What follows belongs to an exercise in optimizing a design on an open flow for small area; a production flow would make more cautious choices.
At most, simulation tests tie the RTL to the original design; equivalence was not proved.
No functional check of the RTL was part of runs 2, 5 and 6.
Power figures rest on the tool's default switching activity, not on a simulated workload.

==> design.v <==
`timescale 1ns / 1ps
module clock_divider(
	input clk,
	input rst,
	output timer_tick,
	output display_tick
);
	reg temp_display;
	reg temp_timer;
	integer cycles;
	always @ (posedge clk) begin
		if (rst) begin
			cycles <= 0;
			temp_display <= 1'b0;
			temp_timer <= 1'b0;
		end
		else begin
			cycles <= cycles + 1;
			if (cycles % 10 == 0) begin   
				temp_display <= ~temp_display;
			end
			if (cycles == 5_000) begin  
				temp_timer <= ~temp_timer;
				cycles <= 0;
			end
		end
	end
	assign display_tick = !rst && (cycles % 10 == 0) && !temp_display;
	assign timer_tick = !rst && (cycles == 5_000) && !temp_timer;
endmodule
`timescale 1ns / 1ps
module comparator(
   clk,
   rst,
  	sw,  
   number,
   is_equal
);
  	input clk;
   input rst;
   input [7:0]   sw;
  	input [7:0]	number;
   output reg is_equal;
   always@ (posedge clk) begin
        if (rst)
            is_equal <= 0;
        else if (sw == number)
            is_equal <= 1;
        else
            is_equal <= 0;
    end
endmodule
`timescale 1ns / 1ps
module random_number(
	clk,
	rst,
	is_equal,
   randnum
);
  input clk;
  input rst;
  input is_equal;
  output reg [7:0] randnum;  
  reg [7:0] ctr;
  always @(posedge clk) begin
	  if (rst) begin
		  ctr <= 0;
		  randnum <= 0;
	  end
	  else begin
		  ctr <= ctr + 1;
		  if (is_equal) begin
			 randnum <= ctr + 1;
		  end
	  end
  end
endmodule
`timescale 1ns / 1ps
module score_counter(
	clk,
	rst,
	is_equal,
	game_end,
	score
);
	input clk;
	input rst;
	input is_equal;
	input game_end;
	output reg [3:0] score;
	always @ (posedge clk) begin
		if (rst)
			score <= 0;
		else if (game_end)
			score <= score;
		else if (is_equal)
			score <= score + 1;
	end
endmodule
`timescale 1ns / 1ps
module timer(
	clk,
	timer_tick,
	rst,
	time_remaining,
	game_end
);
	input clk;
	input timer_tick;
	input rst;
	output reg [5:0] time_remaining;
	output reg game_end;
	wire [5:0] next_time = (time_remaining > 0) ? time_remaining - 6'd1 : time_remaining;
	always @ (posedge clk) begin
		if (rst) begin
			time_remaining <= 40;
			game_end <= 1'b0;
		end
		else if (timer_tick) begin
			time_remaining <= next_time;
			game_end <= (next_time == 0);
		end
	end
endmodule
`timescale 1ns / 1ps
module number_display (
	clk,
	rst,
	display_tick,
	number,
	game_end,
	score,
   seg,
	an
);
	input clk;
	input rst;
	input display_tick;
	input [7:0] number;  
	input game_end;
	input [3:0] score;
	 output reg [3:0] an;     
    output reg [6:0] seg;    
	 reg [3:0] LED_BCD;
    reg [1:0] LED_activating_counter;
    wire is_neg = number[7];  
    wire [7:0] absolute_value = is_neg ? (~number + 8'b1) : number;
    always @(posedge clk) begin
        if (rst)
            LED_activating_counter <= 0;
        else if (display_tick) begin
            if (LED_activating_counter == 3)
                LED_activating_counter <= 0;
            else
                LED_activating_counter <= LED_activating_counter + 1;
        end
    end
    always @(*) begin
		  if (game_end) begin
			case(LED_activating_counter)
			  2'b00: begin
					an = 4'b0111;
					LED_BCD = 5;
			  end
			  2'b01: begin
					an = 4'b1011;
					LED_BCD = 4'b1011;
					end
			  2'b10: begin
					an = 4'b1101;
					LED_BCD = (score / 10);
					end
			  default: begin
					an = 4'b1110;
					LED_BCD = score % 10;
					end
			  endcase
		  end
		  else begin
			  case(LED_activating_counter)
			  2'b00: begin
					an = 4'b0111;
					if (is_neg == 1)
						 LED_BCD = 4'b1010;
					else
						LED_BCD = 4'b1111;  
			  end
			  2'b01: begin
					an = 4'b1011;
					LED_BCD = (absolute_value/100)%10;
					end
			  2'b10: begin
					an = 4'b1101;
					LED_BCD = (absolute_value/10)%10;
					end
			  default: begin
					an = 4'b1110;
					LED_BCD = absolute_value%10;
					end
			  endcase
			end
    end
    always @(*) begin
    case(LED_BCD)
        4'b0000: seg = 7'b0000001;  
        4'b0001: seg = 7'b1001111;  
        4'b0010: seg = 7'b0010010;  
        4'b0011: seg = 7'b0000110;  
        4'b0100: seg = 7'b1001100;  
        4'b0101: seg = 7'b0100100;  
        4'b0110: seg = 7'b0100000;  
        4'b0111: seg = 7'b0001111;  
        4'b1000: seg = 7'b0000000;  
        4'b1001: seg = 7'b0000100;  
        4'b1010: seg = 7'b1111110;  
		  4'b1011: seg = 7'b1110110;  
        default: seg = 7'b1111111;  
        endcase
    end
endmodule
`timescale 1ns / 1ps
module timer_display(
	clk,
	rst,
	display_tick,
	time_remaining,   
	timer_seg,
	timer_anode
);
	input clk;
	input rst;
	input display_tick;
	input [5:0] time_remaining;
	output reg [6:0] timer_seg;
	output reg timer_anode;
	reg [3:0] LED_BCD;
	always @(posedge clk) begin
		if (rst)
			timer_anode <= 1'b0;
		else if (display_tick)
			timer_anode <= ~timer_anode;
	end
	always @(*) begin
		if (timer_anode == 1)
			LED_BCD = time_remaining % 10;
		else
			LED_BCD = (time_remaining / 10);
    end
    always @(*) begin
    case(LED_BCD)
        4'b0000: timer_seg = 7'b0111111;  
        4'b0001: timer_seg = 7'b0110000;  
        4'b0010: timer_seg = 7'b1011011;  
        4'b0011: timer_seg = 7'b1111001;  
        4'b0100: timer_seg = 7'b1110100;  
        4'b0101: timer_seg = 7'b1101101;  
        4'b0110: timer_seg = 7'b1101111;  
        4'b0111: timer_seg = 7'b0111000;  
        4'b1000: timer_seg = 7'b1111111;  
        4'b1001: timer_seg = 7'b1111101;  
        4'b1010: timer_seg = 7'b1111110;  
        default: timer_seg = 7'b0000000;  
        endcase
    end
endmodule
`timescale 1ns / 1ps
module game(
	clk,
	sw,
	btnR,
	an,
	seg,
	timer_seg,
	timer_anode
);
	input clk;
	input [7:0] sw;
	input btnR;
	output [3:0] an;
	output [6:0] seg;
	output [6:0] timer_seg;
	output timer_anode;
	wire timer_tick;
	wire display_tick;
	wire [7:0] randnum;
	wire is_equal;
	wire [3:0] score;
	wire [5:0] time_remaining;
	wire game_end;
	wire rst = btnR;
	clock_divider clk_div(
		.clk(clk),
		.rst(rst),
		.timer_tick(timer_tick),
		.display_tick(display_tick)
	);
	random_number rand_gen(
		.clk(clk),
		.rst(rst),
		.is_equal(is_equal),
		.randnum(randnum)
	);
	timer time_ctr(
		.clk(clk),
		.timer_tick(timer_tick),
		.rst(rst),
		.time_remaining(time_remaining),
		.game_end(game_end)
	);
	score_counter scorer(
		.clk(clk),
		.rst(rst),
		.is_equal(is_equal),
		.game_end(game_end),
		.score(score)
	);
	comparator compare(
		.clk(clk),
		.rst(rst),
		.sw(sw),
		.number(randnum),
		.is_equal(is_equal)
	);
	number_display num_display(
		.clk(clk),
		.rst(rst),
		.display_tick(display_tick),
		.number(randnum),
		.game_end(game_end),
		.score(score),
		.seg(seg),
		.an(an)
	);
	timer_display time_display(
		.clk(clk),
		.rst(rst),
		.display_tick(display_tick),
		.time_remaining(time_remaining),
		.timer_seg(timer_seg),
		.timer_anode(timer_anode)
	);
endmodule
==> run.sh <==
#!/bin/bash
# synth_recipe.tcl (not shown) runs the flow's synth.tcl, then flattens the netlist and writes it again
# the make line also repeats each setting of config.mk as NAME=value (left out here)
make -C /OpenROAD-flow-scripts/flow DESIGN_CONFIG=/design/flow/config.mk WORK_HOME=/design/flow/orfs CLKGATE_MAP_FILE= SYNTH_SCRIPT=/design/flow/synth_recipe.tcl finish
==> config.mk <==
export PLATFORM = sky130hd
export DESIGN_NAME = game
export DESIGN_NICKNAME = game
export VERILOG_FILES = /design/flow/design.v
export SDC_FILE = /design/flow/constraint.sdc
export NUM_CORES = 4
export LEC_CHECK = 0
export ABC_AREA = 1
export CAP_MARGIN = 20
export CORE_MARGIN = 2
export CORE_UTILIZATION = 40
export SLEW_MARGIN = 20
==> constraint.sdc <==
create_clock -name core_clock -period 20.0 [get_ports {clk}]
set_input_delay 4.0000 -clock core_clock [delete_from_list [all_inputs] [get_ports {clk}]]
set_output_delay 4.0000 -clock core_clock [all_outputs]
set_load 0.01 [all_outputs]
==> results.yml, run 1 <==
setup_path:
  cpPeakStageDelay_ns: 0.56
  reg2reg_to: "num_display.LED_activating_counter[0]$_SDFFE_PP0P_"
  worstPathRequired_ns: 16.00
  path_class: "register to primary output"
  rr_worst_depth: 132
  crit_path_frequent_cell: "inv_1"
  startpoint: "rand_gen.randnum[0]$_SDFFE_PP0P_"
  worstPathMaxFanout: 12
  crit_path_end_kind: "primary output"
  arrival_ns: 13.47
  cpMaxStageDelayCell: "clkdlybuf4s50_1"
  cp-endpoint: "seg[3]"
  rr_startpoint: "clk_div.cycles[0]$_SDFF_PP0_"
  reg2reg_slack_ns: 7.53
  worstSetupStartpointType: "register"
clock_network:
  cts.clk_slew.worst_paths_ns: 0.05
  clock-sinks: 65
  post-cts-setup-buffer-count: 0
  clk_latency_ns: 0.34
  post_cts_resized: 0
  cts_hold_buf: 0
  numCtsBuffers: 9
  cts-root-buf: "clkbuf_16"
  cts_htree_levels: 3
  cts_tree: "yes"
  ctsLongestPathBuffers: 2
synthesis:
  ys_warn_count: 7
  synth_async_sr_flop_share: 0
  synth_edf_count: 0
  netlist_area_um2: 9550
  avgSynthCellArea_um2: 5.76
  synth-seq-cells: 65
  synth_nets: 1741
  ys_types: 51
  seq_area_frac_synth: 0.136
  synthFlopType: "dfxtp_1"
  synthCells: 1659
floorplanning:
  die_w_um: 159
  design.core.area_um2: 23500
  die_y_um: 159
  fp.dieArea_um2: 25100
  initial_core_util: 0.407
  core.rowCount: 56
  io_pins: 29
final_layout:
  fillCellCount: 2536
  layout.nets: 1768
  drive_gt1_frac: 0.119
  area_growth_pct: 9.52
  n_antenna_cell: 0
drt:
  drt-initial-drc-count: 393
  drt_drc_violations_left: 0
  wl_per_cell_um: 10.7
  viasPerCell: 4.85
  ant_nets: 0
  drt_first_pass_iters: 5
  via_count: 9748
  wl_um: 21400
placed_design:
  gp_congestion: 0.829
  hpwl_um: 17500
  port_buffers: 28
global_routing:
  grt_pass1_vias: 8623
  grt_pass1_wl_um: 37000
  grt_usage: 0.174
  globalRouteOverflowTotal: 0
  antenna_found_initial: 0
  grt_max_degree: 32
timing:
  setup_viol: 0
  period_needed_ns: 17.47
  drv_slew: 0
  hold_viol_final: 0
  fmax_mhz: 57.2
  tightest_slew_ns: 0.783
  min_period_over_period: 0.873
  slew-limit-headroom: 0.474
  rsz0062_at_grt: "false"
  fin_setup_tns_ns: 0
  fin_skew_ns: 0.00836
power:
  peakVddDrop_v: 0.0000350
  p_leak_uw: 0.00580
  total_power_uw: 539
  pwr_density_cell_nw_per_um2: 51.5
run:
  max_cap_violations: 0
min_path:
  hold_class: "register to register"
status:
  status: "complete, no violations"
power breakdown:
group          switching, µW  leakage (µW)  internal [µW]
clock network           57.2      0.000139           90.0
registers               3.19      0.000526            132
logic                    153       0.00514            103
Yosys cell counts (all sizes together) (3+ instances only):
cell     instances  share of area
a211oi           3         0.0024
a21oi           55          0.029
and2             3         0.0020
buf              4         0.0027
clkbuf          11         0.0043
dfxtp           65           0.14
ha              72          0.094
inv            297           0.12
nand2          483           0.22
nand3          203           0.12
nand3b           5         0.0052
nand4           24          0.016
nor2           163          0.068
nor3            30          0.016
nor4            10         0.0065
o2111ai          5         0.0046
o211ai           8         0.0063
o21a             3         0.0024
o21ai          113          0.061
o31ai           10         0.0079
or2              8         0.0052
xnor2            7         0.0064
xor2            57          0.052
logic make-up (layout without fill, tap and decap cells):
logic type | after synthesis | after routing | share of synthesized area
AOI/OAI and AO/OA | 212 | 212 | 0.126
xor gates and xnor gates | 64 | 64 | 0.0587
adders and majority gates | 72 | 72 | 0.0943
buffers and inverters | 314 | 346 | 0.125
DFF | 65 | 65 | 0.136
other | 1 | 1 | 0.000393
and+or+nand+nor | 931 | 931 | 0.460
registers in the layout (all words and copies together) (netlist names):
name and flops:
time_ctr.game_end 1, compare.is_equal 1, clk_div.temp_timer 1, clk_div.temp_display 1, clk_div.cycles 32, num_display.LED_activating_counter 2, rand_gen.randnum 8, rand_gen.ctr 8
time_ctr.time_remaining 6, scorer.score 4, time_display.timer_anode 1
layout make-up:
cell class | instances | area [µm²] | share of cell area
clock buffers | 13 | 260 | 0.0249
clock inverters | 3 | 15.0 | 0.00144
inverters | 299 | 1120 | 0.107
multi-input cells | 1280 | 7060 | 0.675
flip-flops and latches | 65 | 1300 | 0.124
well taps | 319 | 399 | 0.0381
repair buffers | 31 | 303 | 0.0289
routing by layer:
metal  up-vias  part of all wire  GRT usage
li1       5390                 -          -
met1      4258              0.50      0.225
met2        79              0.47      0.306
met3        21             0.019     0.0215
met4         0             0.016     0.0442
met5         -                 0          0
placed cells by master (no fill, tap or decap), types with 3 or more instances in the layout:
| cell type | netlist | layout |
|---|---|---|
| nor4_1 | 10 | 10 |
| o2111ai_1 | 5 | 5 |
| nand2_1 | 398 | 398 |
| xnor2_1 | 7 | 7 |
| nand3_1 | 175 | 175 |
| nor2_1 | 153 | 153 |
| inv_2 | 48 | 48 |
| o31ai_1 | 10 | 10 |
| clkbuf_16 | 0 | 9 |
| o21a_1 | 3 | 3 |
| xor2_1 | 57 | 57 |
| or2_2 | 8 | 8 |
| ha_1 | 72 | 72 |
| nand2_2 | 73 | 73 |
| nand4_1 | 24 | 24 |
| o21ai_0 | 100 | 100 |
| o211ai_1 | 8 | 8 |
| a211oi_1 | 3 | 3 |
| clkinv_2 | 1 | 4 |
| o21ai_1 | 10 | 10 |
| nand3b_1 | 4 | 4 |
| nand3_2 | 27 | 27 |
| buf_4 | 0 | 3 |
| inv_1 | 249 | 249 |
| clkdlybuf4s50_1 | 0 | 28 |
| and2_1 | 3 | 3 |
| nor3_1 | 30 | 30 |
| a21oi_1 | 55 | 55 |
| dfxtp_1 | 65 | 65 |
| nand2_4 | 12 | 12 |
| nor2_2 | 8 | 8 |
worst min path at each step:
| stage | start | to | slack, ns | depth (start not counted) |
|---|---|---|---|---|
| after floorplan | clk_div.temp_timer$_SDFFE_PP0N_ | clk_div.temp_timer$_SDFFE_PP0N_ | 0.43 | 2 |
| after global placement | clk_div.temp_timer$_SDFFE_PP0N_ | clk_div.temp_timer$_SDFFE_PP0N_ | 0.45 | 2 |
| after detailed placement | clk_div.temp_timer$_SDFFE_PP0N_ | clk_div.temp_timer$_SDFFE_PP0N_ | 0.44 | 2 |
| after CTS | clk_div.temp_timer$_SDFFE_PP0N_ | clk_div.temp_timer$_SDFFE_PP0N_ | 0.46 | 2 |
| after global routing | clk_div.temp_display$_SDFFE_PP0N_ | clk_div.temp_display$_SDFFE_PP0N_ | 0.49 | 2 |
| final | clk_div.temp_timer$_SDFFE_PP0N_ | clk_div.temp_timer$_SDFFE_PP0N_ | 0.45 | 2 |
metrics by stage:
stage / hold slack [ns] / util / worst slack, ns / area, µm² / std cells
floorplan: 0.429 / - / 4.66 / 9550 / 1659
global placement: 0.446 / 0.434 / 3.46 / 10200 / 1994
detailed placement: 0.445 / 0.434 / 2.93 / 10200 / 1994
CTS: 0.456 / 0.446 / 2.54 / 10500 / 2010
global route: 0.492 / 0.446 / 0.817 / 10500 / 2010
finish: 0.451 / 0.446 / 2.53 / 10500 / 2010
critical path: cells and delay by family, from the launching register on:
kind | cells | cell delay, ns
xor gates and xnor gates | 4 | 0.65
DFF | 1 | 0.33
buffers and inverters | 17 | 2.05
and+or+nand+nor | 37 | 5.21
adders and majority gates | 8 | 2.31
AOI/OAI and AO/OA | 18 | 2.55
==> run 2: changes to the inputs <==
==> design.v (replaced) <==
`timescale 1ns / 1ps
module game(
	input clk,
	input [7:0] sw,
	input btnR,
	output [3:0] an,
	output reg [6:0] seg,
	output reg [6:0] timer_seg,
	output timer_anode
);
	reg [3:0] l;
	reg [8:0] h;
	reg T;
	reg [1:0] k;
	reg [5:0] t;
	reg [7:0] ctr;
	reg [7:0] N;
	reg E;
	reg [3:0] S;
	wire l0 = (l == 4'd0);
	wire l9 = l[3] & l[0];                                
	wire wrap = h[8] & h[7] & h[6] & h[5] & h[4] & h[2];   
	wire dtick = l0 & (T == h[0]);
	wire ttick = wrap & ~T;
	wire G = (t == 6'd0);
	always @(posedge clk) begin
		if (btnR) begin
			l <= 0; h <= 0; T <= 0; k <= 0; t <= 6'd40;
			ctr <= 0; N <= 0; E <= 0; S <= 0;
		end else begin
			if (wrap) begin
				l <= 0; h <= 0; T <= ~T;
			end else if (l9) begin
				l <= 0; h <= h + 9'd1;
			end else
				l <= l + 4'd1;
			if (dtick) k <= k + 2'd1;
			if (ttick && !G) t <= t - 6'd1;
			ctr <= ctr + 8'd1;
			if (E) N <= ctr + 8'd1;
			E <= (sw == N);
			if (!G && E) S <= S + 4'd1;
		end
	end
	assign an = ~(4'b1000 >> k);
	assign timer_anode = k[0];
	wire [7:0] M = N[7] ? (~N + 8'd1) : N;
	function [3:0] a3; input [3:0] x; a3 = (x >= 4'd5) ? x + 4'd3 : x; endfunction
	wire [3:0] s1 = a3({1'b0, M[7:5]});
	wire [3:0] s2 = a3({s1[2:0], M[4]});
	wire [3:0] s3 = a3({s2[2:0], M[3]});
	wire [3:0] s4 = a3({s3[2:0], M[2]});
	wire [3:0] s5 = a3({s4[2:0], M[1]});
	wire [3:0] r2 = a3({1'b0, s1[3], s2[3], s3[3]});
	wire [3:0] r3 = a3({r2[2:0], s4[3]});
	wire hd = r3[3];
	wire [3:0] td = {r3[2:0], s5[3]};
	wire [3:0] ud = {s5[2:0], M[0]};
	wire [3:0] tt = (t >= 6'd40) ? 4'd4 : (t >= 6'd30) ? 4'd3 : (t >= 6'd20) ? 4'd2 : (t >= 6'd10) ? 4'd1 : 4'd0;
	wire [5:0] tm = t - tt * 6'd10;
	wire [3:0] tu = tm[3:0];
	reg [3:0] L;
	always @(*) begin
		if (G)
			case (k)
				2'd0: L = 4'd5;
				2'd1: L = 4'd11;
				2'd2: L = S[3] & (S[2] | S[1]) ? 4'd1 : 4'd0;
				default: L = S[3] & (S[2] | S[1]) ? S - 4'd10 : S;
			endcase
		else
			case (k)
				2'd0: L = N[7] ? 4'd10 : 4'd15;
				2'd1: L = {3'b0, hd};
				2'd2: L = td;
				default: L = ud;
			endcase
	end
	always @(*) begin
		case (L)
			4'd0: seg = 7'b0000001;
			4'd1: seg = 7'b1001111;
			4'd2: seg = 7'b0010010;
			4'd3: seg = 7'b0000110;
			4'd4: seg = 7'b1001100;
			4'd5: seg = 7'b0100100;
			4'd6: seg = 7'b0100000;
			4'd7: seg = 7'b0001111;
			4'd8: seg = 7'b0000000;
			4'd9: seg = 7'b0000100;
			4'd10: seg = 7'b1111110;
			4'd11: seg = 7'b1110110;
			default: seg = 7'b1111111;
		endcase
	end
	wire [3:0] TL = k[0] ? tu : tt;
	always @(*) begin
		case (TL)
			4'd0: timer_seg = 7'b0111111;
			4'd1: timer_seg = 7'b0110000;
			4'd2: timer_seg = 7'b1011011;
			4'd3: timer_seg = 7'b1111001;
			4'd4: timer_seg = 7'b1110100;
			4'd5: timer_seg = 7'b1101101;
			4'd6: timer_seg = 7'b1101111;
			4'd7: timer_seg = 7'b0111000;
			4'd8: timer_seg = 7'b1111111;
			4'd9: timer_seg = 7'b1111101;
			4'd10: timer_seg = 7'b1111110;
			default: timer_seg = 7'b0000000;
		endcase
	end
endmodule
==> run 2 against run 1 <==
Compared with the run above: still clean on timing, DRC and antenna; die area shrank 59%; non-clock buffer count decreased by 3; cell area is 59% lower; global-route usage shrank 1.6 points; largest cell class unchanged; critical endpoint unchanged.
==> results.yml, run 2 <==
status:
  status: "complete, no violations"
timing:
  tightest_slew_ns: 0.656
  drv_slew: 0
  setup_viol: 0
  whs_ns: 0.475
  fmax_mhz: 98.7
  fin_setup_tns_ns: 0
  slew-limit-headroom: 0.562
  setup_slack_ns: 9.87
  hold_viol_final: 0
  min_period_over_period: 0.507
  period_needed_ns: 10.13
  fin_skew_ns: 0.00524
  rsz0062_at_grt: "false"
synthesis:
  synth_top_cell_area_share: 0.227
  synth_top_area_cell: "dfxtp_1"
  netlist_area_um2: 3790
  synthTopCellsByArea: "dfxtp_1 23%, ha_1 13%, nand2_1 11%, inv_1 9.6%, o21ai_0 4.9%"
  avgSynthCellArea_um2: 6.76
  synth_commonest_cells: "108 x nand2_1, 97 x inv_1, 43 x dfxtp_1, 43 x nor2_1, 38 x ha_1"
  ys_warn_count: 1
  synth-seq-cells: 43
  synthCells: 561
  seq_area_frac_synth: 0.227
  ys_types: 43
  synth_most_common_cell: "nand2_1"
  synthFlopType: "dfxtp_1"
  synth_async_sr_flop_share: 0
  synth_nets: 610
  synth_edf_count: 0
setup_path:
  worstPathRequired_ns: 16.00
  path_class: "register to primary output"
  cpPeakStageDelay_ns: 0.52
  crit_path_end_kind: "primary output"
  crit_path_frequent_cell: "nand2_1"
  cpMaxStageDelayCell: "clkdlybuf4s50_1"
  rr_startpoint: "t[1]$_SDFFE_PP0P_"
  worstPathMaxFanout: 6
  worstSetupStartpointType: "register"
  startpoint: "N[0]$_SDFFE_PP0P_"
  arrival_ns: 6.13
drt:
  drt_first_pass_iters: 4
  drt_drc_violations_left: 0
  viasPerCell: 4.89
  wl_per_cell_um: 10.8
  drt-initial-drc-count: 108
  via_count: 3426
  wl_um: 7550
  ant_nets: 0
clock_network:
  clk_latency_ns: 0.28
  cts_hold_buf: 0
  post_cts_resized: 0
  cts_htree_levels: 2
  numCtsBuffers: 5
  post-cts-setup-buffer-count: 0
  ctsLongestPathBuffers: 2
  cts_tree: "yes"
  clock-sinks: 43
  cts.clk_slew.worst_paths_ns: 0.07
  cts-root-buf: "clkbuf_8"
final_layout:
  reg_top3: "h x9, N x8, ctr x8"
  most-common-layout-cells: "108 x nand2_1, 97 x inv_1, 43 x dfxtp_1, 43 x nor2_1, 38 x ha_1"
  fillCellCount: 960
  drive_gt1_frac: 0.127
  area_growth_pct: 12.4
  final_common_cell: "nand2_1"
  layout.nets: 640
  design_area_um2: 4260
  n_antenna_cell: 0
  top_register: "h"
  largest_register_ffs: 9
floorplanning:
  die_y_um: 101
  die_w_um: 101
  initial_core_util: 0.412
  design.core.area_um2: 9200
  core.rowCount: 35
  fp.dieArea_um2: 10300
  io_pins: 29
global_routing:
  globalRouteOverflowTotal: 0
  grt_pass1_wl_um: 13600
  grt_max_degree: 20
  grt_pass1_vias: 3249
  grt_usage: 0.158
  antenna_found_initial: 0
placed_design:
  pre_cts_ws_ns: 10.22
  port_buffers: 28
  hpwl_um: 6200
  post_dp_cell_area_um2: 4190
  gp_congestion: 0.878
power:
  p_leak_uw: 0.00210
  pwr_density_cell_nw_per_um2: 50.3
  peakVddDrop_v: 0.0000306
min_path:
  min-delay-start: "h[7]$_SDFFE_PP0P_"
  hold_class: "register to register"
run:
  max_cap_violations: 0
## run 2: cell count changes in the layout (fill, tap and decap cells not counted), moves of 22 or more
cell | previous run | this run
a21oi_1 | 55 | 32
nand3_1 | 175 | 36
nor3_1 | 30 | 6
dfxtp_1 | 65 | 43
inv_2 | 48 | 10
xor2_1 | 57 | 12
o21ai_0 | 100 | 37
nand2_2 | 73 | 21
inv_1 | 249 | 97
nand2_1 | 398 | 108
ha_1 | 72 | 38
nor2_1 | 153 | 43
## run 2: cells by family after synthesis
kind of cell / count (synthesis) / share of synthesized area
buffers and inverters: 113 / 0.114
xor gates and xnor gates: 16 / 0.0390
adders and majority gates: 39 / 0.131
and+or+nand+nor: 261 / 0.360
DFF: 43 / 0.227
AOI/OAI and AO/OA: 89 / 0.130
## run 2: area by class of cell
cell class              count  area, µm²  share of cell area
multi-input cells         405       2500               0.587
flip-flops and latches     43        861               0.202
inverters                 108        408              0.0958
repair buffers             28        280              0.0658
well taps                 111        139              0.0326
clock buffers               6       72.6              0.0170
## run 2: path summary, 6_finish.rpt
check                           end  slack (ns)  cells after the start
setup / recovery             seg[3]        9.87                     46
setup reg to reg  t[3]$_SDFFE_PP1P_       17.76                      9
hold reg to reg   h[7]$_SDFFE_PP0P_        0.47                      2
hold / removal    h[7]$_SDFFE_PP0P_        0.47                      2
## run 2: power by group
part / total, µW / switching [µW] / internal (µW)
sequential: 89.6 / 2.23 / 87.3
combinational: 76.1 / 40.5 / 35.6
clock: 48.6 / 25.4 / 23.3
## run 2: worst max-delay path, delay by kind of cell (launching register included)
family	cells	cell delay, ns
and+or+nand+nor	30	3.14
buffers and inverters	10	1.19
adders and majority gates	6	1.17
DFF	1	0.36
## run 2: metal layers
metal | track usage | vias up | routed length [µm]
met5 | 0 | - | 0
met4 | 0.0395 | 0 | 69
met3 | 0.0235 | 7 | 182
met2 | 0.292 | 40 | 3750
met1 | 0.191 | 1534 | 3550
li1 | - | 1845 | -
## run 2: metrics by stage
step / instances / util / total power (µW)
finish: 701 / 0.463 / 214
global route: 701 / 0.463 / 231
floorplan: 561 / - / 137
detailed placement: 695 / 0.455 / 168
CTS: 701 / 0.463 / 218
global placement: 695 / 0.455 / 167
==> run 3: changes to the inputs <==
--- a/design.v
+++ b/design.v
@@ -14,3 +14,4 @@
 	reg [1:0] k;
-	reg [5:0] t;
+	reg [2:0] tt;    
+	reg [3:0] tu;    
 	reg [7:0] ctr;
@@ -24,6 +25,6 @@
 	wire ttick = wrap & ~T;
-	wire G = (t == 6'd0);
+	wire G = (tt == 3'd0) & (tu == 4'd0);
 	always @(posedge clk) begin
 		if (btnR) begin
-			l <= 0; h <= 0; T <= 0; k <= 0; t <= 6'd40;
+			l <= 0; h <= 0; T <= 0; k <= 0; tt <= 3'd4; tu <= 4'd0;
 			ctr <= 0; N <= 0; E <= 0; S <= 0;
@@ -37,3 +38,8 @@
 			if (dtick) k <= k + 2'd1;
-			if (ttick && !G) t <= t - 6'd1;
+			if (ttick && !G) begin
+				if (tu == 4'd0) begin
+					tu <= 4'd9; tt <= tt - 3'd1;
+				end else
+					tu <= tu - 4'd1;
+			end
 			ctr <= ctr + 8'd1;
@@ -47,3 +53,8 @@
 	wire [7:0] M = N[7] ? (~N + 8'd1) : N;
-	function [3:0] a3; input [3:0] x; a3 = (x >= 4'd5) ? x + 4'd3 : x; endfunction
+	function [3:0] a3; input [3:0] x;
+		a3 = {x[3] | x[2]&x[1] | x[2]&x[0],
+		      x[2]&~x[1]&~x[0] | x[3]&x[0],
+		      ~x[2]&x[1] | x[2]&x[1]&x[0] | x[3]&~x[0],
+		      ~x[3]&~x[2]&x[0] | x[2]&x[1]&~x[0] | x[3]&~x[0]};
+	endfunction
 	wire [3:0] s1 = a3({1'b0, M[7:5]});
@@ -58,5 +69,2 @@
 	wire [3:0] ud = {s5[2:0], M[0]};
-	wire [3:0] tt = (t >= 6'd40) ? 4'd4 : (t >= 6'd30) ? 4'd3 : (t >= 6'd20) ? 4'd2 : (t >= 6'd10) ? 4'd1 : 4'd0;
-	wire [5:0] tm = t - tt * 6'd10;
-	wire [3:0] tu = tm[3:0];
 	reg [3:0] L;
@@ -95,3 +103,3 @@
 	end
-	wire [3:0] TL = k[0] ? tu : tt;
+	wire [3:0] TL = k[0] ? tu : {1'b0, tt};
 	always @(*) begin
@@ -108,3 +116,2 @@
 			4'd9: timer_seg = 7'b1111101;
-			4'd10: timer_seg = 7'b1111110;
 			default: timer_seg = 7'b0000000;
==> run 3 against run 2 <==
Compared with the run above: sequential share of layout area up 3.5 points; via count down 15%; highest routed layer unchanged; clock power up 45%; largest cell class unchanged; fmax up 30%.
==> results.yml, run 3 <==
status:
  status: "complete, no violations"
final_layout:
  drive_gt1_frac: 0.0897
  reg_top3: "h x9, N x8, ctr x8"
  top_register: "h"
  layout.nets: 561
  final_common_cell: "nand2_1"
  largest_register_ffs: 9
  n_antenna_cell: 0
  area_growth_pct: 16.1
  most-common-layout-cells: "111 x nand2_1, 79 x inv_1, 46 x nor2_1, 44 x dfxtp_1, 35 x a21oi_1"
drt:
  ant_nets: 0
  drt_drc_violations_left: 0
  wl_um: 6460
  drt_first_pass_iters: 4
  via_count: 2929
  wl_per_cell_um: 10.3
  viasPerCell: 4.68
  drt-initial-drc-count: 77
synthesis:
  netlist_area_um2: 3200
  synth_nets: 530
  synth_edf_count: 0
  synthTopCellsByArea: "dfxtp_1 28%, nand2_1 13%, ha_1 11%, inv_1 9.3%, a21oi_1 5.5%"
  avgSynthCellArea_um2: 6.51
  synth_commonest_cells: "111 x nand2_1, 79 x inv_1, 46 x nor2_1"
  ys_warn_count: 1
  ys_types: 36
  synth_top_area_cell: "dfxtp_1"
  synth_top_cell_area_share: 0.275
  synthFlopType: "dfxtp_1"
  synthCells: 492
  seq_area_frac_synth: 0.275
  synth-seq-cells: 44
  synth_async_sr_flop_share: 0
  synth_most_common_cell: "nand2_1"
setup_path:
  cpPeakStageDelay_ns: 0.52
  path_buf_inv: 4
  path_class: "register to primary output"
  crit_path_end_kind: "primary output"
  cpMaxStageDelayCell: "clkdlybuf4s50_1"
  cp_top_family: "simple AND/OR/NAND/NOR gates"
  worstPathMaxFanout: 4
  worstSetupStartpointType: "register"
  worstPathRequired_ns: 16.00
  arrival_ns: 3.81
  crit_path_frequent_cell: "nand2_1"
timing:
  rsz0062_at_grt: "false"
  drv_slew: 0
  tightest_slew_ns: 0.572
  fin_setup_tns_ns: 0
  setup_viol: 0
  setup_slack_ns: 12.19
  fmax_mhz: 128
  hold_viol_final: 0
  slew-limit-headroom: 0.615
  min_period_over_period: 0.391
  fin_skew_ns: 0.00587
  period_needed_ns: 7.81
run:
  max_cap_violations: 0
placed_design:
  gp_congestion: 0.858
  hpwl_um: 5190
  pre_cts_ws_ns: 12.53
  port_buffers: 28
power:
  peakVddDrop_v: 0.0000451
  pwr_density_cell_nw_per_um2: 63.7
  p_leak_uw: 0.00172
global_routing:
  grt_pass1_vias: 2819
  grt_pass1_wl_um: 11700
  antenna_found_initial: 0
  grt_max_degree: 21
  grt_usage: 0.161
  globalRouteOverflowTotal: 0
clock_network:
  clk_latency_ns: 0.29
  cts_hold_buf: 0
  cts_htree_levels: 2
  cts-root-buf: "clkbuf_8"
  post_cts_resized: 0
  cts_tree: "yes"
  clock-sinks: 44
  post-cts-setup-buffer-count: 0
  numCtsBuffers: 5
  cts.clk_slew.worst_paths_ns: 0.08
  ctsLongestPathBuffers: 2
floorplanning:
  initial_core_util: 0.414
  die_y_um: 93.5
  design.core.area_um2: 7730
  die_w_um: 93.5
  core.rowCount: 32
  io_pins: 29
  fp.dieArea_um2: 8730
min_path:
  hold_class: "register to register"
## run 3: layout make-up
type	instances	area [µm²]
clock inverters	2	38.8
clock buffers	6	82.6
fillers	802	4010
repair buffers	29	288
inverters	87	329
flip-flops and latches	44	881
well taps	102	128
multi-input cells	356	1970
## run 3: final timing paths
| kind | start | endpoint | slack (ns) | cells after the start |
|---|---|---|---|---|
| setup / recovery | N[1]$_SDFFE_PP0P_ | seg[3] | 12.19 | 26 |
| hold / removal | ctr[0]$_SDFF_PP0_ | ctr[0]$_SDFF_PP0_ | 0.48 | 1 |
| setup reg to reg | tt[0]$_SDFFE_PP0P_ | tt[1]$_SDFFE_PP0P_ | 17.97 | 10 |
| hold reg to reg | ctr[0]$_SDFF_PP0_ | ctr[0]$_SDFF_PP0_ | 0.48 | 1 |
## run 3: kinds of logic (layout without fill, tap and decap cells)
group | count (synthesis) | in the layout | share of synthesized area
compound gates | 84 | 84 | 0.143
flops | 44 | 44 | 0.275
fa+ha+maj | 28 | 28 | 0.109
buf+inv | 92 | 124 | 0.109
xor+xnor | 16 | 16 | 0.0438
simple gates | 228 | 228 | 0.319
## run 3: routing by layer
| metal | track usage | part of all wire | vias up |
|---|---|---|---|
| li1 | - | - | 1611 |
| met1 | 0.195 | 0.49 | 1288 |
| met2 | 0.293 | 0.48 | 24 |
| met3 | 0.0282 | 0.021 | 6 |
| met4 | 0.0380 | 0.0085 | 0 |
| met5 | 0 | 0 | - |
## run 3: power by group
part,leakage [µW],switching (µW),internal [µW]
registers,0.000356,2.25,89.3
logic,0.00130,38.8,36.0
clock network,0.0000614,29.9,40.8
total,0.00172,70.9,166
## run 3: per-stage QoR
| stage | utilization | instances | hold WS (ns) | instance area (µm²) | total power (µW) |
|---|---|---|---|---|---|
| 6_report | 0.481 | 626 | 0.478 | 3720 | 237 |
| 5_1_grt | 0.481 | 626 | 0.502 | 3720 | 254 |
| 4_1_cts | 0.481 | 626 | 0.479 | 3720 | 241 |
| 3_5_place_dp | 0.465 | 618 | 0.457 | 3600 | 169 |
| 3_3_place_gp | 0.465 | 618 | 0.453 | 3600 | 169 |
| 2_1_floorplan | - | 492 | 0.430 | 3200 | 137 |
==> run 4: changes to the inputs <==
==> flow/run.sh (new file) <==
#!/bin/bash
# Own layout flow: the standard synthesis, then an area re-mapping of its combinational
# logic (flip-flops untouched), then the standard layout steps with port buffers of the
# smallest buffer cell. Each tool's output goes to a log file in this folder.
set -euo pipefail
R=orfs/results/$FLOW_PLATFORM/game/base
LIB=$FLOW_HOME/platforms/$FLOW_PLATFORM/lib/sky130_fd_sc_hd__tt_025C_1v80.lib
bash standard.sh synth > 1_standard_synth.log 2>&1
cp $R/1_2_yosys.v $R/1_2_yosys_standard.v
sed -e "s|@IN@|$R/1_2_yosys_standard.v|; s|@OUT@|$R/1_2_yosys.v|; s|@ABC@|flow/area.abc|; s|@LIB@|$LIB|g; s|@TOP@|$FLOW_TOP|g" flow/reopt.ys > reopt_run.ys
yosys -s reopt_run.ys > 2_reopt_yosys.log 2>&1
rm -f $R/1_synth.odb
bash standard.sh "BUFFER_PORTS_ARGS=-buffer_cell sky130_fd_sc_hd__buf_1" "CTS_ARGS=-sink_clustering_enable -repair_clock_nets -dont_use_dummy_load -sink_clustering_size 50 -sink_clustering_max_diameter 500 -buf_list sky130_fd_sc_hd__clkbuf_8 -root_buf sky130_fd_sc_hd__clkbuf_8" finish > 3_standard_layout.log 2>&1
==> flow/area.abc (new file) <==
strash
balance -l; resub -K 6 -l; rewrite -l; resub -K 6 -N 2 -l; refactor -l; resub -K 8 -l; balance -l; resub -K 8 -N 2 -l; rewrite -l; resub -K 10 -l; rewrite -z -l; resub -K 10 -N 2 -l; balance -l; resub -K 12 -l; refactor -z -l; resub -K 12 -N 2 -l; rewrite -z -l; balance -l
dch -f
amap
topo
==> flow/reopt.ys (new file) <==
# Re-map the combinational logic of the standard synthesis netlist for area.
# The flip-flops (and their instance names) are kept as they are.
read_liberty -ignore_miss_func @LIB@
read_verilog @IN@
hierarchy -top @TOP@
setattr -mod -set keep_hierarchy 1 sky130_fd_sc_hd__dfxtp_1
flatten
rename -hide w:*.*
opt_clean -purge
opt -fast
abc -script @ABC@ -liberty @LIB@ -dont_use *probe* -dont_use *lpflow* -dont_use *clkdly* -dont_use *dlygate* -dont_use *dlymetal*
opt_clean -purge
hilomap -singleton -hicell sky130_fd_sc_hd__conb_1 HI -locell sky130_fd_sc_hd__conb_1 LO
splitnets
opt_clean -purge
select @TOP@
tee -o reopt_stat.txt stat -liberty @LIB@
write_verilog -noattr -selected @OUT@
==> standard.sh (new file) <==
#!/bin/bash
# synth_recipe.tcl (not shown) runs the flow's synth.tcl, then flattens the netlist and writes it again
# the make line also repeats each setting of config.mk as NAME=value (left out here)
make -C /OpenROAD-flow-scripts/flow DESIGN_CONFIG=/design/flow/config.mk WORK_HOME=/design/flow/orfs CLKGATE_MAP_FILE= SYNTH_SCRIPT=/design/flow/synth_recipe.tcl "${@:-finish}"
removed: run.sh
==> run 4 against run 3 <==
Compared with the run above: still clean; clock-buffer cell count shrank 1; routed wire length shrank 25%; synthesized cell count shrank 32%; non-clock buffer count is the same; clock power shrank 31%; via count shrank 23%; combinational power shrank 44%; core utilization shrank 1.8 points; critical path type unchanged; largest power group unchanged; highest routed layer unchanged.
==> results.yml, run 4 <==
status:
  status: "complete, no violations"
global_routing:
  antenna_found_initial: 0
  globalRouteOverflowTotal: 0
  grt_pass1_vias: 2012
  grt_max_degree: 28
  grt_usage: 0.170
  grt_pass1_wl_um: 8720
placed_design:
  port_buffers: 28
  hpwl_um: 3690
  post_dp_cell_area_um2: 2460
  gp_congestion: 0.816
synthesis:
  synth_nets: 344
  netlist_area_um2: 2260
  synthCells: 334
  ys_warn_count: 1
  avgSynthCellArea_um2: 6.77
floorplanning:
  io_pins: 29
  die_w_um: 79.2
  die_y_um: 79.2
  design.core.area_um2: 5470
  fp.dieArea_um2: 6270
  initial_core_util: 0.413
  core.rowCount: 27
drt:
  drt-initial-drc-count: 68
  viasPerCell: 5.15
  wl_um: 4820
  wl_per_cell_um: 11.0
  drt_drc_violations_left: 0
  ant_nets: 0
  via_count: 2265
  drt_first_pass_iters: 4
clock_network:
  post-cts-setup-buffer-count: 0
  cts.clk_slew.worst_paths_ns: 0.07
  clock-sinks: 44
  cts_tree: "yes"
  post_cts_resized: 0
  numCtsBuffers: 5
  ctsLongestPathBuffers: 2
  clk_latency_ns: 0.29
  cts-root-buf: "clkbuf_8"
  cts_hold_buf: 0
  cts_htree_levels: 2
final_layout:
  multi_input_area_um2: 1200
  layout.nets: 380
  most-common-layout-cells: "85 x nor2_1, 48 x clkinv_1, 44 x dfxtp_1, 32 x o21ai_0, 31 x nand2_1"
  final_common_cell: "nor2_1"
  area_growth_pct: 12.0
  drive_gt1_frac: 0.0163
  largest_register_ffs: 9
  regArea_um2: 881
  top_register: "h"
  n_antenna_cell: 0
  reg_top3: "h x9, N x8, ctr x8"
  fillCellCount: 592
  design_area_um2: 2530
setup_path:
  worstPathMaxFanout: 9
  arrival_ns: 6.35
  path_class: "register to primary output"
  worstSetupStartpointType: "register"
  crit_path_end_kind: "primary output"
  cpMaxStageDelayCell: "o21ai_0"
  crit_path_frequent_cell: "nor2_1"
  cpPeakStageDelay_ns: 0.38
  worstPathRequired_ns: 16.00
timing:
  rsz0062_at_grt: "false"
  fin_skew_ns: 0.0157
  slew-limit-headroom: 0.547
  hold_viol_final: 0
  min_period_over_period: 0.518
  period_needed_ns: 10.35
  setup_viol: 0
  drv_slew: 0
  tightest_slew_ns: 0.670
  fmax_mhz: 96.6
  fin_setup_tns_ns: 0
power:
  peakVddDrop_v: 0.0000468
  pwr_density_cell_nw_per_um2: 71.5
  p_leak_uw: 0.000903
min_path:
  hold_class: "register to register"
run:
  max_cap_violations: 0
[run 4: final timing paths]
| path | from | endpoint | slack, ns | cells past startpoint |
|---|---|---|---|---|
| setup / recovery | N[7]$_SDFFE_PP0P_ | seg[2] | 9.65 | 42 |
| hold reg to reg | ctr[0]$_SDFF_PP0_ | ctr[0]$_SDFF_PP0_ | 0.45 | 1 |
| hold / removal | ctr[0]$_SDFF_PP0_ | ctr[0]$_SDFF_PP0_ | 0.45 | 1 |
| setup reg to reg | tu[1]$_SDFFE_PP0P_ | tt[2]$_SDFFE_PP1P_ | 17.52 | 13 |
[run 4: critical path: cells and delay by family (launching register included)]
kind                   cells  cell delay, ns
buffers and inverters      6            0.79
DFF                        1            0.35
and+or+nand+nor           24            2.93
AOI/OAI and AO/OA         12            2.00
[run 4: per-stage QoR]
stage / power [µW] / hold slack [ns] / setup WS (ns) / util / std cells
final: 181 / 0.446 / 9.65 / 0.463 / 440
after CTS: 183 / 0.449 / 9.70 / 0.463 / 440
after floorplan: 121 / 0.407 / 10.71 / - / 334
after global placement: 134 / 0.427 / 10.25 / 0.450 / 435
after global routing: 193 / 0.460 / 8.63 / 0.463 / 440
after detailed placement: 134 / 0.431 / 10.06 / 0.450 / 435
[run 4: final cells by class]
| class | instances | area share |
|---|---|---|
| inverters | 48 | 0.0711 |
| multi-input cells | 242 | 0.474 |
| repair buffers | 29 | 0.0445 |
| clock buffers | 5 | 0.0272 |
| well taps | 72 | 0.0356 |
| flip-flops and latches | 44 | 0.348 |
[run 4: per-layer routing]
layer	up-vias	GRT usage	part of all wire
li1	1229	-	-
met1	995	0.222	0.50
met2	34	0.284	0.45
met3	7	0.0307	0.032
met4	0	0.0569	0.012
met5	-	0	0
[run 4: power by group]
group          switching, µW  internal [µW]  total [µW]
clock network           26.1           22.5        48.6
registers               1.64           89.1        90.7
logic                   27.7           14.0        41.7
==> run 5: changes to the inputs <==
--- a/design.v
+++ b/design.v
@@ -26,2 +26,8 @@
 	wire G = (tt == 3'd0) & (tu == 4'd0);
+	wire [7:0] ctr_n = btnR ? 8'd0 : ctr + 8'd1;
+	always @(posedge clk) begin
+		ctr <= ctr_n;
+		if (E | btnR) N <= ctr_n;
+		E <= ~btnR & (sw == N);
+	end
 	always @(posedge clk) begin
@@ -29,3 +35,3 @@
 			l <= 0; h <= 0; T <= 0; k <= 0; tt <= 3'd4; tu <= 4'd0;
-			ctr <= 0; N <= 0; E <= 0; S <= 0;
+			S <= 0;
 		end else begin
@@ -44,5 +50,2 @@
 			end
-			ctr <= ctr + 8'd1;
-			if (E) N <= ctr + 8'd1;
-			E <= (sw == N);
 			if (!G && E) S <= S + 4'd1;
@@ -80,3 +83,3 @@
 			case (k)
-				2'd0: L = N[7] ? 4'd10 : 4'd15;
+				2'd0: L = N[7] ? 4'd15 : 4'd10;
 				2'd1: L = {3'b0, hd};
@@ -98,4 +101,8 @@
 			4'd9: seg = 7'b0000100;
-			4'd10: seg = 7'b1111110;
+			4'd10: seg = 7'b1111111;
 			4'd11: seg = 7'b1110110;
+			4'd12: seg = 7'b1001100;
+			4'd13: seg = 7'b0100100;
+			4'd14: seg = 7'b1111101;
+			4'd15: seg = 7'b1111110;
 			default: seg = 7'b1111111;
==> flow/area.abc (replaced) <==
strash
balance -l; resub -K 6 -l; rewrite -l; resub -K 6 -N 2 -l; refactor -l; resub -K 8 -l; balance -l; resub -K 8 -N 2 -l; rewrite -l; resub -K 10 -l; rewrite -z -l; resub -K 10 -N 2 -l; balance -l; resub -K 12 -l; refactor -z -l; resub -K 12 -N 2 -l; rewrite -z -l; balance -l
&get -n
&deepsyn -T 60
&put
balance -l; resub -K 6 -l; rewrite -l; resub -K 6 -N 2 -l; refactor -l; resub -K 8 -l; balance -l; resub -K 8 -N 2 -l; rewrite -l; resub -K 10 -l; rewrite -z -l; resub -K 10 -N 2 -l; balance -l; resub -K 12 -l; refactor -z -l; resub -K 12 -N 2 -l; rewrite -z -l; balance -l
dch -f
amap
topo
--- a/config.mk
+++ b/config.mk
@@ -10,3 +10,3 @@
 export CORE_MARGIN = 2
-export CORE_UTILIZATION = 40
+export CORE_UTILIZATION = 65
 export SLEW_MARGIN = 20
==> run 5 against run 4 <==
Compared with the run above: the run now fails in netlist read-in after synthesis.
==> results.yml, run 5 <==
status:
  error: "[ERROR STA-0171] /design/flow/orfs/results/sky130hd/game/base/1_2_yosys.v line 244, syntax error"
  status: "aborted with a tool error"
  lastStage: "netlist read-in after synthesis"
synthesis:
  ys_warn_count: 1
==> run 6: changes to the inputs <==
--- a/config.mk
+++ b/config.mk
@@ -10,3 +10,3 @@
 export CORE_MARGIN = 2
-export CORE_UTILIZATION = 65
+export CORE_UTILIZATION = 40
 export SLEW_MARGIN = 20
==> run 6 against run 5 <==
Compared with the run above: the flow again stops in netlist read-in after synthesis.
==> results.yml, run 6 <==
status:
  status: "aborted with a tool error"
  lastStage: "netlist read-in after synthesis"
  error: "[ERROR STA-0171] /design/flow/orfs/results/sky130hd/game/base/1_2_yosys.v line 244, syntax error"
synthesis:
  ys_warn_count: 1
==> run 7: changes to the inputs <==
--- a/design.v
+++ b/design.v
@@ -26,8 +26,2 @@
 	wire G = (tt == 3'd0) & (tu == 4'd0);
-	wire [7:0] ctr_n = btnR ? 8'd0 : ctr + 8'd1;
-	always @(posedge clk) begin
-		ctr <= ctr_n;
-		if (E | btnR) N <= ctr_n;
-		E <= ~btnR & (sw == N);
-	end
 	always @(posedge clk) begin
@@ -35,3 +29,3 @@
 			l <= 0; h <= 0; T <= 0; k <= 0; tt <= 3'd4; tu <= 4'd0;
-			S <= 0;
+			ctr <= 0; N <= 0; E <= 0; S <= 0;
 		end else begin
@@ -50,2 +44,5 @@
 			end
+			ctr <= ctr + 8'd1;
+			if (E) N <= ctr + 8'd1;
+			E <= (sw == N);
 			if (!G && E) S <= S + 4'd1;
@@ -83,3 +80,3 @@
 			case (k)
-				2'd0: L = N[7] ? 4'd15 : 4'd10;
+				2'd0: L = N[7] ? 4'd10 : 4'd15;
 				2'd1: L = {3'b0, hd};
@@ -101,8 +98,4 @@
 			4'd9: seg = 7'b0000100;
-			4'd10: seg = 7'b1111111;
+			4'd10: seg = 7'b1111110;
 			4'd11: seg = 7'b1110110;
-			4'd12: seg = 7'b1001100;
-			4'd13: seg = 7'b0100100;
-			4'd14: seg = 7'b1111101;
-			4'd15: seg = 7'b1111110;
 			default: seg = 7'b1111111;
--- a/flow/run.sh
+++ b/flow/run.sh
@@ -12,2 +12,2 @@
 rm -f $R/1_synth.odb
-bash standard.sh "BUFFER_PORTS_ARGS=-buffer_cell sky130_fd_sc_hd__buf_1" "CTS_ARGS=-sink_clustering_enable -repair_clock_nets -dont_use_dummy_load -sink_clustering_size 50 -sink_clustering_max_diameter 500 -buf_list sky130_fd_sc_hd__clkbuf_8 -root_buf sky130_fd_sc_hd__clkbuf_8" finish > 3_standard_layout.log 2>&1
+bash standard.sh "BUFFER_PORTS_ARGS=-buffer_cell sky130_fd_sc_hd__buf_1" finish > 3_standard_layout.log 2>&1
==> flow/area.abc (replaced) <==
strash
balance -l; resub -K 6 -l; rewrite -l; resub -K 6 -N 2 -l; refactor -l; resub -K 8 -l; balance -l; resub -K 8 -N 2 -l; rewrite -l; resub -K 10 -l; rewrite -z -l; resub -K 10 -N 2 -l; balance -l; resub -K 12 -l; refactor -z -l; resub -K 12 -N 2 -l; rewrite -z -l; balance -l
dch -f
amap
topo
==> run 7 against run 6 <==
Compared with the run above: now clean on timing, DRC and antenna.
==> results.yml, run 7 <==
floorplanning:
  fp.dieArea_um2: 6270
  core.rowCount: 27
  io_pins: 29
  die_w_um: 79.2
  design.core.area_um2: 5470
  initial_core_util: 0.413
  die_y_um: 79.2
setup_path:
  crit_path_frequent_cell: "nor2_1"
  path_buf_inv: 6
  arrival_ns: 6.40
  cp_top_family: "simple AND/OR/NAND/NOR gates"
  path_class: "register to primary output"
  cpPeakStageDelay_ns: 0.38
  reg2reg_slack_ns: 17.52
  rr_worst_depth: 13
  crit_path_end_kind: "primary output"
  cp-endpoint: "seg[2]"
  cp.depth: 42
  reg2reg_to: "tt[2]$_SDFFE_PP1P_"
  worstSetupStartpointType: "register"
  rr_startpoint: "tu[1]$_SDFFE_PP0P_"
  startpoint: "N[7]$_SDFFE_PP0P_"
  cpMaxStageDelayCell: "o21ai_0"
  worstPathRequired_ns: 16.00
  worstPathMaxFanout: 9
timing:
  fmax_mhz: 96.2
  hold_viol_final: 0
  setup_viol: 0
  fin_skew_ns: 0.00688
  whs_ns: 0.448
  rsz0062_at_grt: "false"
  period_needed_ns: 10.40
  slew-limit-headroom: 0.548
  drv_slew: 0
  tightest_slew_ns: 0.669
  min_period_over_period: 0.520
  fin_setup_tns_ns: 0
placed_design:
  port_buffers: 28
  place_inst: 435
  hpwl_um: 3690
  gp_congestion: 0.816
clock_network:
  numCtsBuffers: 5
  cts.clk_slew.worst_paths_ns: 0.08
  clock-sinks: 44
  post_cts_resized: 0
  clk_latency_ns: 0.29
  ctsLongestPathBuffers: 2
  post-cts-setup-buffer-count: 0
  cts-root-buf: "clkbuf_8"
  cts_hold_buf: 0
  cts_tree: "yes"
  cts_htree_levels: 2
synthesis:
  synth_nets: 344
  synthCells: 334
  ys_warn_count: 1
  netlist_area_um2: 2260
  avgSynthCellArea_um2: 6.77
final_layout:
  area_growth_pct: 16.0
  top_register: "h"
  drive_gt1_frac: 0.0243
  n_antenna_cell: 0
  most-common-layout-cells: "85 x nor2_1, 48 x clkinv_1, 44 x dfxtp_1, 32 x o21ai_0, 31 x nand2_1"
  fillCellCount: 579
  largest_register_ffs: 9
  layout.nets: 380
  reg_top3: "h x9, N x8, ctr x8"
  final_common_cell: "nor2_1"
  fin_cells: 443
drt:
  ant_nets: 0
  wl_per_cell_um: 11.0
  drt_drc_violations_left: 0
  viasPerCell: 5.08
  via_count: 2251
  drt_first_pass_iters: 4
  wl_um: 4860
  drt-initial-drc-count: 80
global_routing:
  grt_usage: 0.171
  grt_pass1_wl_um: 8760
  globalRouteOverflowTotal: 0
  antenna_found_initial: 0
  grt_max_degree: 28
  grt_pass1_vias: 2034
status:
  status: "complete, no violations"
power:
  p_leak_uw: 0.000945
  total_power_uw: 224
  pwr_density_cell_nw_per_um2: 85.5
  peakVddDrop_v: 0.0000529
min_path:
  holdPathStages: 1
  hold_class: "register to register"
run:
  max_cap_violations: 0
-- run 7: worst min path at each step --
stage	startpoint	end	slack, ns
final	ctr[0]$_SDFF_PP0_	ctr[0]$_SDFF_PP0_	0.45
after global routing	ctr[0]$_SDFF_PP0_	ctr[0]$_SDFF_PP0_	0.46
after CTS	ctr[0]$_SDFF_PP0_	ctr[0]$_SDFF_PP0_	0.45
after detailed placement	ctr[0]$_SDFF_PP0_	ctr[0]$_SDFF_PP0_	0.43
after global placement	ctr[0]$_SDFF_PP0_	ctr[0]$_SDFF_PP0_	0.43
after floorplan	ctr[0]$_SDFF_PP0_	ctr[0]$_SDFF_PP0_	0.41
-- run 7: metrics by stage --
stage / area, µm² / utilization / setup WS [ns]
2_1_floorplan: 2260 / - / 10.71
3_3_place_gp: 2460 / 0.450 / 10.25
3_5_place_dp: 2460 / 0.450 / 10.06
4_1_cts: 2620 / 0.479 / 9.69
5_1_grt: 2620 / 0.479 / 8.61
6_report: 2620 / 0.479 / 9.60
-- run 7: worst register-to-register path, stage by stage (launching register included) --
cell	delay (ns)
dfxtp_1	0.38
nor2_1	0.08
clkinv_1	0.07
nor2_1	0.06
nand4_1	0.26
clkinv_1	0.24
nor3_1	0.29
clkinv_1	0.16
nor2_1	0.15
clkinv_1	0.10
nor2_1	0.23
nand2_1	0.14
nor2_1	0.14
o21ai_0	0.09
-- run 7: report_power, final --
part / total [µW] / internal (µW) / leakage, µW / switching, µW
combinational: 41.7 / 14.0 / 0.000511 / 27.7
sequential: 90.6 / 89.0 / 0.000356 / 1.64
clock: 91.8 / 62.4 / 0.0000784 / 29.4
-- run 7: per-layer routing --
| metal | share of wire | GRT usage |
|---|---|---|
| met1 | 0.50 | 0.224 |
| met2 | 0.46 | 0.284 |
| met3 | 0.029 | 0.0307 |
| met4 | 0.012 | 0.0569 |
| met5 | 0 | 0 |
-- run 7: area by class of cell --
class                           instances  area, µm²  area share
Clock buffer                            5       68.8      0.0262
Timing Repair Buffer                   29        113      0.0429
Multi-Input combinational cell        242       1200       0.458
Sequential cell                        44        881       0.336
Tap cell                               72       90.1      0.0344
Inverter                               48        180      0.0687
Clock inverter                          3       90.1      0.0344

## separate check: timing with driven ports
How much do the figures lean on ideal ports? The routed layouts below were timed once more, with nothing changed but the port constraints.
Step 1 (the two cells are an assumption about what drives the block):
set clk [get_ports {clk}]
set_driving_cell -lib_cell sky130_fd_sc_hd__clkbuf_16 $clk
set_driving_cell -lib_cell sky130_fd_sc_hd__buf_2 [delete_from_list [all_inputs] $clk]
Step 2 adds t to the input delays and takes it off the output delays; t is the mean of the earliest and latest rising clock arrival at the registers after step 1. Input paths then give back, and output paths get back, about the clock's delay inside the block.
a / b / c = no drivers / after step 1 / after step 2; a / b = the first two.
run	shift t [ns]	setup slack, ns	hold WS [ns]
run 1	0.379	2.532 / 2.485 / 2.864	0.451 / 0.451 / 0.451
run 2	0.309	9.868 / 9.840 / 10.149	0.475 / 0.475 / 0.475
run 3	0.316	12.185 / 12.160 / 12.476	0.478 / 0.478 / 0.478
run 4	0.312	9.649 / 9.622 / 9.934	0.446 / 0.446 / 0.446
run 7	0.315	9.600 / 9.574 / 9.888	0.448 / 0.448 / 0.448
After both steps setup and hold are still met in every run listed.
